Background: an optimization exercise with open tools, aiming at small area and a short achievable clock period. Do not read the settings as production practice.
Where RTL was checked, it was by simulation tests only, not by an equivalence proof against the original.

## green
==> module residue_pre, before the edit <==
module residue_pre(rA, rB, rP, monly, donly, div, neg, c, m);
	input [4:0] rA, rB, rP;
	input monly, donly, div, neg;
	output [4:0] c, m;
	wire [4:0] pb;
	mul31 u_pb(donly ? rP : rA, rB, pb);
	wire [4:0] t1 = donly ? (neg ? ~pb : pb) : (div ? 5'd0 : pb);
	wire [4:0] t2 = monly ? ~rP : (div ? ~rA : 5'd0);
	wire [4:0] t3 = div ? 5'd27 : 5'd0;
	wire [4:0] u1, u2;
	csa31 a1(t1, t2, t3, u1, u2);
	wire [5:0] t = {1'b0, u1} + {1'b0, u2};
	assign c = t[4:0] + {4'd0, t[5]};
	assign m = monly ? 5'd30 : donly ? (neg ? ~rB : rB) : 5'd0;
endmodule
clock: 250.0 ns
lec_check: 0
abc_area: 1
cap_margin: 50
core_margin: 2
core_utilization: 50
cts_buf_list: sky130_fd_sc_hd__clkbuf_8
cts_cluster_diameter: 60
cts_cluster_size: 12
place_density: 0.72
slew_margin: 70
standard.sh (not shown) runs the stock make flow with config.mk's settings and CLKGATE_MAP_FILE= SYNTH_SCRIPT=/design/flow/synth_recipe.tcl, a recipe that flattens the netlist after the stock synthesis.
==> flow/flow/run.sh <==
#!/bin/bash
set -euo pipefail
export BUFFER_PORTS_ARGS="-buffer_cell sky130_fd_sc_hd__buf_2"
bash standard.sh finish > standard_flow.log 2>&1
Here is what was changed in the inputs of blue compared with green.
--- a/flow/design.v
+++ b/flow/design.v
@@ -186,15 +186,16 @@
 	assign p = t[4:0] + {4'd0, t[5]};
 endmodule
 module residue_pre(rA, rB, rP, monly, donly, div, neg, c, m);
 	input [4:0] rA, rB, rP;
 	input monly, donly, div, neg;
 	output [4:0] c, m;
-	wire [4:0] pb;
-	mul31 u_pb(donly ? rP : rA, rB, pb);
-	wire [4:0] t1 = donly ? (neg ? ~pb : pb) : (div ? 5'd0 : pb);
+	wire [4:0] ab, pb;
+	mul31 u_ab(rA, rB, ab);
+	mul31 u_pb(rP, rB, pb);
+	wire [4:0] t1 = donly ? (neg ? ~pb : pb) : (div ? 5'd0 : ab);
 	wire [4:0] t2 = monly ? ~rP : (div ? ~rA : 5'd0);
 	wire [4:0] t3 = div ? 5'd27 : 5'd0;
 	wire [4:0] u1, u2;
 	csa31 a1(t1, t2, t3, u1, u2);
 	wire [5:0] t = {1'b0, u1} + {1'b0, u2};
 	assign c = t[4:0] + {4'd0, t[5]};
blue went all the way through the flow, and no timing, DRC or antenna check failed. In terms of share of cell area taken by muxes after synthesis, blue and green differ only marginally. Compared with green, worst reg2reg path depth in blue increased by a few percent. In the metrics for green and blue, the one carrying the lower total number of multi-input combinational cells is green. [blue vs green] register-to-register slack: lower in blue. Between green and blue, wire length of the first global-routing pass increased. Looking at total standard cell area after synthesis across both flows, blue is the weaker of the two, with green ahead. Comparing green and blue, number of inserted diodes is lower on blue. Compared with green, blue improves worst hold-check slack. blue against green: row count climbed about 0.9%; met2 routing resource usage after global routing dropped 4.9 points.
The RTL of green was laid out without a check of its function.

========
argus_exec with an RTL version that a note above also has.
For scale: roughly 240 flip-flops, about 190 I/O pins.
==> module residue_pre, before the edit <==
module residue_pre(rA, rB, rP, monly, donly, div, neg, c, m);
	input [4:0] rA, rB, rP;
	input monly, donly, div, neg;
	output [4:0] c, m;
	wire [4:0] ab, pb;
	mul31 u_ab(rA, rB, ab);
	mul31 u_pb(rP, rB, pb);
	wire [4:0] t1 = donly ? (neg ? ~pb : pb) : (div ? 5'd0 : ab);
	wire [4:0] t2 = monly ? ~rP : (div ? ~rA : 5'd0);
	wire [4:0] t3 = div ? 5'd27 : 5'd0;
	wire [4:0] u1, u2;
	csa31 a1(t1, t2, t3, u1, u2);
	wire [5:0] t = {1'b0, u1} + {1'b0, u2};
	assign c = t[4:0] + {4'd0, t[5]};
	assign m = monly ? 5'd30 : donly ? (neg ? ~rB : rB) : 5'd0;
endmodule
Settings: LEC_CHECK=0, ABC_AREA=1, CAP_MARGIN=50, CORE_MARGIN=2, CORE_UTILIZATION=50, CTS_BUF_LIST=sky130_fd_sc_hd__clkbuf_8, CTS_CLUSTER_DIAMETER=60, CTS_CLUSTER_SIZE=12, PLACE_DENSITY=0.72, SLEW_MARGIN=76; clock period 250.0 ns.
Scripts as last shown in full above: flow/flow/run.sh
Then changed:
--- a/flow/design.v
+++ b/flow/design.v
@@ -189,10 +189,9 @@
 	input [4:0] rA, rB, rP;
 	input monly, donly, div, neg;
 	output [4:0] c, m;
-	wire [4:0] ab, pb;
-	mul31 u_ab(rA, rB, ab);
-	mul31 u_pb(rP, rB, pb);
-	wire [4:0] t1 = donly ? (neg ? ~pb : pb) : (div ? 5'd0 : ab);
+	wire [4:0] pb;
+	mul31 u_pb(donly ? rP : rA, rB, pb);
+	wire [4:0] t1 = donly ? (neg ? ~pb : pb) : (div ? 5'd0 : pb);
 	wire [4:0] t2 = monly ? ~rP : (div ? ~rA : 5'd0);
 	wire [4:0] t3 = div ? 5'd27 : 5'd0;
 	wire [4:0] u1, u2;
The new run produced a clean layout.
Design area shrinks by 1.4%.
Global-route usage grows by 0.64 points.
Worst setup slack got worse by 0.37 ns.
Wire length shrinks by 0.54%.
Hold slack got worse by 0.023 ns.
Clock skew stays flat.
Utilization hardly moves.
Critical path depth grows by 6.
Only the layout flow was run in the second run of this note; the RTL was not checked for function there.

========
== run A ==
argus_exec, a different RTL version from the one above (not shown whole).
Size: roughly 7,200 cells after synthesis, roughly 260 flip-flops, about 190 I/O pins.
Settings: LEC_CHECK=0, ABC_AREA=1, CAP_MARGIN=50, CORE_MARGIN=2, CORE_UTILIZATION=40, CTS_BUF_LIST=sky130_fd_sc_hd__clkbuf_4 sky130_fd_sc_hd__clkbuf_8 sky130_fd_sc_hd__clkbuf_16, CTS_CLUSTER_DIAMETER=60, CTS_CLUSTER_SIZE=12, SLEW_MARGIN=70; clock period 250.0 ns.
run.sh (not shown) runs the stock make flow with config.mk's settings and CLKGATE_MAP_FILE= SYNTH_SCRIPT=/design/flow/synth_recipe.tcl, a recipe that flattens the netlist after the stock synthesis.
Stock flow here: none of the scripts above is used.
Every stage of the flow completed for run A, and the final layout passed the timing, design-rule and antenna checks.
The following lists how run R was set up differently from run A:
--- a/flow/design.v
+++ b/flow/design.v
@@ -180,20 +180,20 @@
 	wire [4:0] e2 = kf ? (kneg ? ~b4 : b4) : 5'd0;
 	wire [4:0] m0 = ~div ? 5'd0 : dz ? rn : rem[4:0];
 	wire [4:0] m1 = (~div | dz) ? 5'd0 : rem[9:5];
 	wire [4:0] m2 = (~div | dz) ? 5'd0 : rem[14:10];
 	wire [4:0] n4 = (div & (|rem)) ? 5'd27 : 5'd0;
 	wire [4:0] s1, c1, s2, c2, s3, c3, s4, c4, s5, c5, s6, c6, s7, c7, s8, c8, s9, c9, s10, c10;
 	csa31 a1(q0, q1, q2, s1, c1);
 	csa31 a2(q3, q4, c, s2, c2);
-	csa31 a3(m0, m1, m2, s3, c3);
-	csa31 a4(s1, c1, s2, s4, c4);
-	csa31 a5(c2, s3, c3, s5, c5);
-	csa31 a6(e1, e2, n4, s6, c6);
+	csa31 a3(e1, e2, m0, s3, c3);
+	csa31 a4(m1, m2, n4, s4, c4);
+	csa31 a5(s1, c1, s2, s5, c5);
+	csa31 a6(c2, s3, c3, s6, c6);
 	csa31 a7(s4, c4, s5, s7, c7);
 	csa31 a8(c5, s6, c6, s8, c8);
 	csa31 a9(s7, c7, s8, s9, c9);
 	csa31 a10(s9, c9, c8, s10, c10);
 	assign err = ~(((s10 ^ c10) == 5'd31) | ((s10 | c10) == 5'd0) | ((s10 & c10) == 5'd31));
 endmodule
 module res31(x, r);
 	input [31:0] x;
@@ -224,17 +224,17 @@
 	input mult, div;
 	input flip_adder16, flip_adder4, flip_shift, flip_mult, flip_div;
 	output reg [31:0] alu_result;
 	output reg alu_ne, alu_lt, adder_err, sra_err, sll_err;
 	output [31:0] md_result;
 	output reg [31:0] md_remainder;
 	output reg md_exception, md_chk_en;
 	output md_err;
-	parameter J = 6;     
+	parameter J = 7;     
 	wire [31:0] n0 = a[31] ? -a : a;
 	wire [15:0] d0 = b[15] ? -b[15:0] : b[15:0];
 	wire [14:0] r0 [32-J:32];
 	assign r0[32] = 15'd0;
 	wire [31:32-J] q0;
 	genvar i;
 	generate for (i = 31; i >= 32 - J; i = i - 1) begin : s1
 		div_stage #(.I(i)) st(.rin(r0[i+1]), .n(n0[i]), .D(d0), .rout(r0[i]), .q(q0[i]));
==> comparison <==
Across run R and run A, none had a timing, DRC or antenna violation.
Area share of fa/ha/maj cells after synthesis: run A vs run R, no meaningful difference
On part of the Yosys area used for sequential elements, run R and run A are neck and neck.
The post-detailed-route wirelength per cell of run R exceeds that of run A by about 0.7%.
Clock network area share in run R vs run A: down 0.21 points
Diff run A -> run R: net total in the final layout essentially unchanged.
No run of this note included a check of the RTL's function; only the layout flow was run.

========
## main
argus_exec, a different RTL version from the one above (not shown whole).
Size in the first run: roughly 6500 cells after synthesis, ~240 flip-flops, roughly 48000 um^2 of cells after synthesis.
==> module argus_exec, before the edit <==
module argus_exec(clk, a, b, alu_op, shamt, mult, div,
                  flip_adder16, flip_adder4, flip_shift, flip_mult, flip_div,
                  alu_result, alu_ne, alu_lt, adder_err, sra_err, sll_err,
                  md_result, md_remainder, md_exception, md_err, md_chk_en);
	input clk;
	input [31:0] a, b;
	input [4:0] alu_op, shamt;
	input mult, div;
	input flip_adder16, flip_adder4, flip_shift, flip_mult, flip_div;
	output reg [31:0] alu_result;
	output reg alu_ne, alu_lt, adder_err, sra_err, sll_err;
	output [31:0] md_result;
	output reg [31:0] md_remainder;
	output reg md_exception, md_chk_en;
	output md_err;
	parameter J = 4;     
	parameter R = 2;     
	wire [31:0] n0;
	wire [15:0] d0;
	abs_val #(32) u_an(.x(a), .y(n0));
	abs_val #(16) u_ad(.x(b[15:0]), .y(d0));
	wire [14:0] r0 [32-J:32];
	assign r0[32] = 15'd0;
	wire [31:32-J] q0;
	genvar i;
	generate for (i = 31; i >= 32 - J; i = i - 1) begin : s1
		div_stage #(.I(i)) st(.rin(r0[i+1]), .n(n0[i]), .D(d0), .rout(r0[i]), .q(q0[i]));
	end endgenerate
	reg [31:0] a_q, b_q;
	reg [4:0] op_q, shamt_q;
	reg mult_q, div_q;
	reg f_add16_q, f_add4_q, f_shift_q, f_mult_q, f_div_q;
	reg [J-1:0] dr_q;         
	reg [31:32-J] dq_q;       
	reg [31-J:32-J-R] dn_q;   
	reg [15:0] dd_q;          
	reg dz_q, dsg_q;          
	always @(posedge clk) begin
		a_q <= a;
		b_q <= b;
		op_q <= alu_op;
		shamt_q <= shamt;
		mult_q <= mult;
		div_q <= div;
		f_add16_q <= flip_adder16;
		f_add4_q <= flip_adder4;
		f_shift_q <= flip_shift;
		f_mult_q <= flip_mult;
		f_div_q <= flip_div;
		dr_q <= r0[32-J][J-1:0];
		dq_q <= q0;
		dn_q <= n0[31-J:32-J-R];
		dd_q <= d0;
		dz_q <= (b[15:0] == 16'd0);
		dsg_q <= a[31] ^ b[15];
	end
	wire [31:0] alu_res_x;
	wire alu_ne_x, alu_lt_x, adder_err_x, sra_err_x, sll_err_x;
	alu_unit u_alu(.A(a_q), .B(b_q), .op(op_q), .shamt(shamt_q),
	               .f16(f_add16_q), .f4(f_add4_q), .fsh(f_shift_q),
	               .result(alu_res_x), .ne(alu_ne_x), .lt(alu_lt_x),
	               .adder_err(adder_err_x), .sra_err(sra_err_x), .sll_err(sll_err_x));
	wire [31:0] prod;
	wire ovf;
	booth_mult u_mul(.A(a_q), .B(b_q[15:0]), .flip(f_mult_q), .prod(prod), .ovf(ovf));
	wire [14:0] r1 [0:32-J];
	assign r1[32-J] = {{(15-J){1'b0}}, dr_q};
	wire [31-J:0] q1;
	wire [31:0] n1;
	abs_val #(32) u_an1(.x(a_q), .y(n1));
	wire [31-J:0] dn = {dn_q, n1[31-J-R:0]};
	generate for (i = 31 - J; i >= 0; i = i - 1) begin : s2
		div_stage #(.I(i)) st(.rin(r1[i+1]), .n(dn[i]), .D(dd_q), .rout(r1[i]), .q(q1[i]));
	end endgenerate
	wire [31:0] nmag = {dr_q, dn};
	wire [31:0] qq = dz_q ? {31'h7fffffff, ~nmag[31]} : {dq_q, q1};
	wire [31:0] rem_x = dz_q ? nmag : {17'd0, r1[0]};
	wire monly = mult_q & ~div_q;
	wire donly = div_q & ~mult_q;
	wire [4:0] ra_x, rb_x, rp_x;
	wire [31:0] pre_x = monly ? prod : qq;
	res31 u_ra(.x(a_q), .r(ra_x));
	res31 u_rb(.x({16'd0, b_q[15:0]}), .r(rb_x));
	res31 u_rp(.x({pre_x[31:5], 5'd0}), .r(rp_x));
	wire [5:0] rna = {1'b0, ~ra_x} + 6'd4;
	wire [4:0] rn_x = a_q[31] ? (rna[4:0] + {4'd0, rna[5]}) : ra_x;
	wire neg_x = donly & dsg_q;
	wire [4:0] c_x, m_x;
	residue_pre u_rpre(.rA(ra_x), .rB(rb_x), .rP(rp_x), .monly(monly), .donly(donly),
	                   .div(div_q), .neg(neg_x), .c(c_x), .m(m_x));
	reg [31:0] pre_q;         
	reg zero_q, neg_q, fdb_q, div2_q, pz_q, dz2_q;
	reg [4:0] rb_q, rn_q, c_q, m_q;
	always @(posedge clk) begin
		alu_result <= alu_res_x;
		alu_ne <= alu_ne_x;
		alu_lt <= alu_lt_x;
		adder_err <= adder_err_x;
		sra_err <= sra_err_x;
		sll_err <= sll_err_x;
		pre_q <= pre_x;
		zero_q <= ~(monly | donly);
		neg_q <= neg_x;
		fdb_q <= donly & f_div_q;
		div2_q <= div_q;
		md_remainder <= rem_x;
		md_exception <= (div_q & dz_q) | (mult_q & ovf);
		md_chk_en <= mult_q | div_q;
		rb_q <= rb_x;
		rn_q <= rn_x;
		c_q <= c_x;
		m_q <= m_x;
		pz_q <= ~dz_q & ~(|{dq_q, q1});
		dz2_q <= dz_q;
	end
	wire [31:0] negpre = -pre_q;
	assign md_result = zero_q ? 32'd0 : ((neg_q ? negpre : pre_q) ^ {29'd0, fdb_q, 2'd0});
	wire b2 = neg_q ? (pre_q[2] ^ (pre_q[1] | pre_q[0])) : pre_q[2];
	residue_post u_rpost(.c(c_q), .m(m_q), .pl(pre_q[4:0]), .rB(rb_q),
	                     .k4(neg_q & ~pz_q), .kf(fdb_q), .kneg(b2),
	                     .rem(md_remainder), .rn(rn_q), .dz(dz2_q), .div(div2_q), .err(md_err));
endmodule
clock: 250.0 ns
lec_check: 0
abc_area: 1
cap_margin: 50
core_margin: 2
core_utilization: 40
cts_buf_list: sky130_fd_sc_hd__clkbuf_4 sky130_fd_sc_hd__clkbuf_8 sky130_fd_sc_hd__clkbuf_16
cts_cluster_diameter: 60
cts_cluster_size: 12
slew_margin: 70
> inputs changed (main -> the feature branch)
--- a/flow/design.v
+++ b/flow/design.v
@@ -253,12 +253,11 @@
 	output reg alu_ne, alu_lt, adder_err, sra_err, sll_err;
 	output [31:0] md_result;
 	output reg [31:0] md_remainder;
 	output reg md_exception, md_chk_en;
 	output md_err;
-	parameter J = 4;     
-	parameter R = 2;     
+	parameter J = 5;     
 	wire [31:0] n0;
 	wire [15:0] d0;
 	abs_val #(32) u_an(.x(a), .y(n0));
 	abs_val #(16) u_ad(.x(b[15:0]), .y(d0));
 	wire [14:0] r0 [32-J:32];
@@ -272,11 +271,11 @@
 	reg [4:0] op_q, shamt_q;
 	reg mult_q, div_q;
 	reg f_add16_q, f_add4_q, f_shift_q, f_mult_q, f_div_q;
 	reg [J-1:0] dr_q;         
 	reg [31:32-J] dq_q;       
-	reg [31-J:32-J-R] dn_q;   
+	reg [31-J:0] dn_q;        
 	reg [15:0] dd_q;          
 	reg dz_q, dsg_q;          
 	always @(posedge clk) begin
 		a_q <= a;
 		b_q <= b;
@@ -289,11 +288,11 @@
 		f_shift_q <= flip_shift;
 		f_mult_q <= flip_mult;
 		f_div_q <= flip_div;
 		dr_q <= r0[32-J][J-1:0];
 		dq_q <= q0;
-		dn_q <= n0[31-J:32-J-R];
+		dn_q <= n0[31-J:0];
 		dd_q <= d0;
 		dz_q <= (b[15:0] == 16'd0);
 		dsg_q <= a[31] ^ b[15];
 	end
 	wire [31:0] alu_res_x;
@@ -306,17 +305,14 @@
 	wire ovf;
 	booth_mult u_mul(.A(a_q), .B(b_q[15:0]), .flip(f_mult_q), .prod(prod), .ovf(ovf));
 	wire [14:0] r1 [0:32-J];
 	assign r1[32-J] = {{(15-J){1'b0}}, dr_q};
 	wire [31-J:0] q1;
-	wire [31:0] n1;
-	abs_val #(32) u_an1(.x(a_q), .y(n1));
-	wire [31-J:0] dn = {dn_q, n1[31-J-R:0]};
 	generate for (i = 31 - J; i >= 0; i = i - 1) begin : s2
-		div_stage #(.I(i)) st(.rin(r1[i+1]), .n(dn[i]), .D(dd_q), .rout(r1[i]), .q(q1[i]));
+		div_stage #(.I(i)) st(.rin(r1[i+1]), .n(dn_q[i]), .D(dd_q), .rout(r1[i]), .q(q1[i]));
 	end endgenerate
-	wire [31:0] nmag = {dr_q, dn};
+	wire [31:0] nmag = {dr_q, dn_q};
 	wire [31:0] qq = dz_q ? {31'h7fffffff, ~nmag[31]} : {dq_q, q1};
 	wire [31:0] rem_x = dz_q ? nmag : {17'd0, r1[0]};
 	wire monly = mult_q & ~div_q;
 	wire donly = div_q & ~mult_q;
 	wire [4:0] ra_x, rb_x, rp_x;
## What came out
[compare] base=main new=the feature branch: post-layout minimum cycle time increased 2.09 ns, clock buffer instance count of the final layout decreased about 5%, total met2 wirelength after detailed routing decreased about 1.8%. Higher share of cell area taken by multi-input logic gates among main and the feature branch: main. Compared with main, the feature branch improves hold slack. In terms of utilization, main and the feature branch differ only marginally. Compared with main, in the feature branch die area grew by about 0.56%, multi-input logic cell count down 0.74%. [the feature branch vs main] critical path's largest stage delay: lower in the feature branch. Compared main against the feature branch; synthesized-area fraction occupied by ao, oa, aoi and oai cells within noise. Diff main -> the feature branch | critical path data arrival time | increase of 2.01 ns.
Only the layout flow was run in main; the RTL was not checked for function there.

-- re-timing with driven ports --
The flow's constraints put no driver on any port. The routed layouts listed below were extracted and timed again, unchanged, in two steps. Step 1, drivers: a clkbuf_16 drives clk and a buf_2 each remaining input, both assumed. Step 2 adds t to the input delays and takes it off the output delays; t is the mean of the earliest and latest rising clock arrival at the registers after step 1. Input paths then give back, and output paths get back, about the clock's delay inside the block. Three values: ideal ports, drivers, drivers and shift; two values: the first two.
run	t, ns	slack for setup (ns)	worst hold slack (ns)	worst setup path after step 2	cell pins on the clock port's net
green	0.740	195.411 / 195.356 / 195.491	0.433 / 0.433 / 0.433	input to register	1
blue	0.744	195.457 / 195.396 / 195.311	0.461 / 0.461 / 0.461	input to register	1
the first run of note 2	0.722	195.638 / 195.571 / 195.352	0.461 / 0.461 / 0.461	input to register	1
the second run of note 2	0.709	195.268 / 195.207 / 195.671	0.438 / 0.438 / 0.438	input to register	1
run A	0.708	190.742 / 190.787 / 190.080	0.417 / 0.417 / 0.417	input to register	1
run R	0.700	188.414 / 188.469 / 187.769	0.430 / 0.430 / 0.430	input to register	1
main	0.667	193.634 / 193.688 / 193.021	0.425 / 0.425 / 0.425	input to register	1
the feature branch	0.647	191.543 / 191.590 / 190.943	0.432 / 0.432 / 0.432	input to register	1
After both steps every run listed still meets setup and hold. For run A, which loses most, drivers alone change the setup slack by +0.045 ns; drivers and shift together by -0.662 ns.
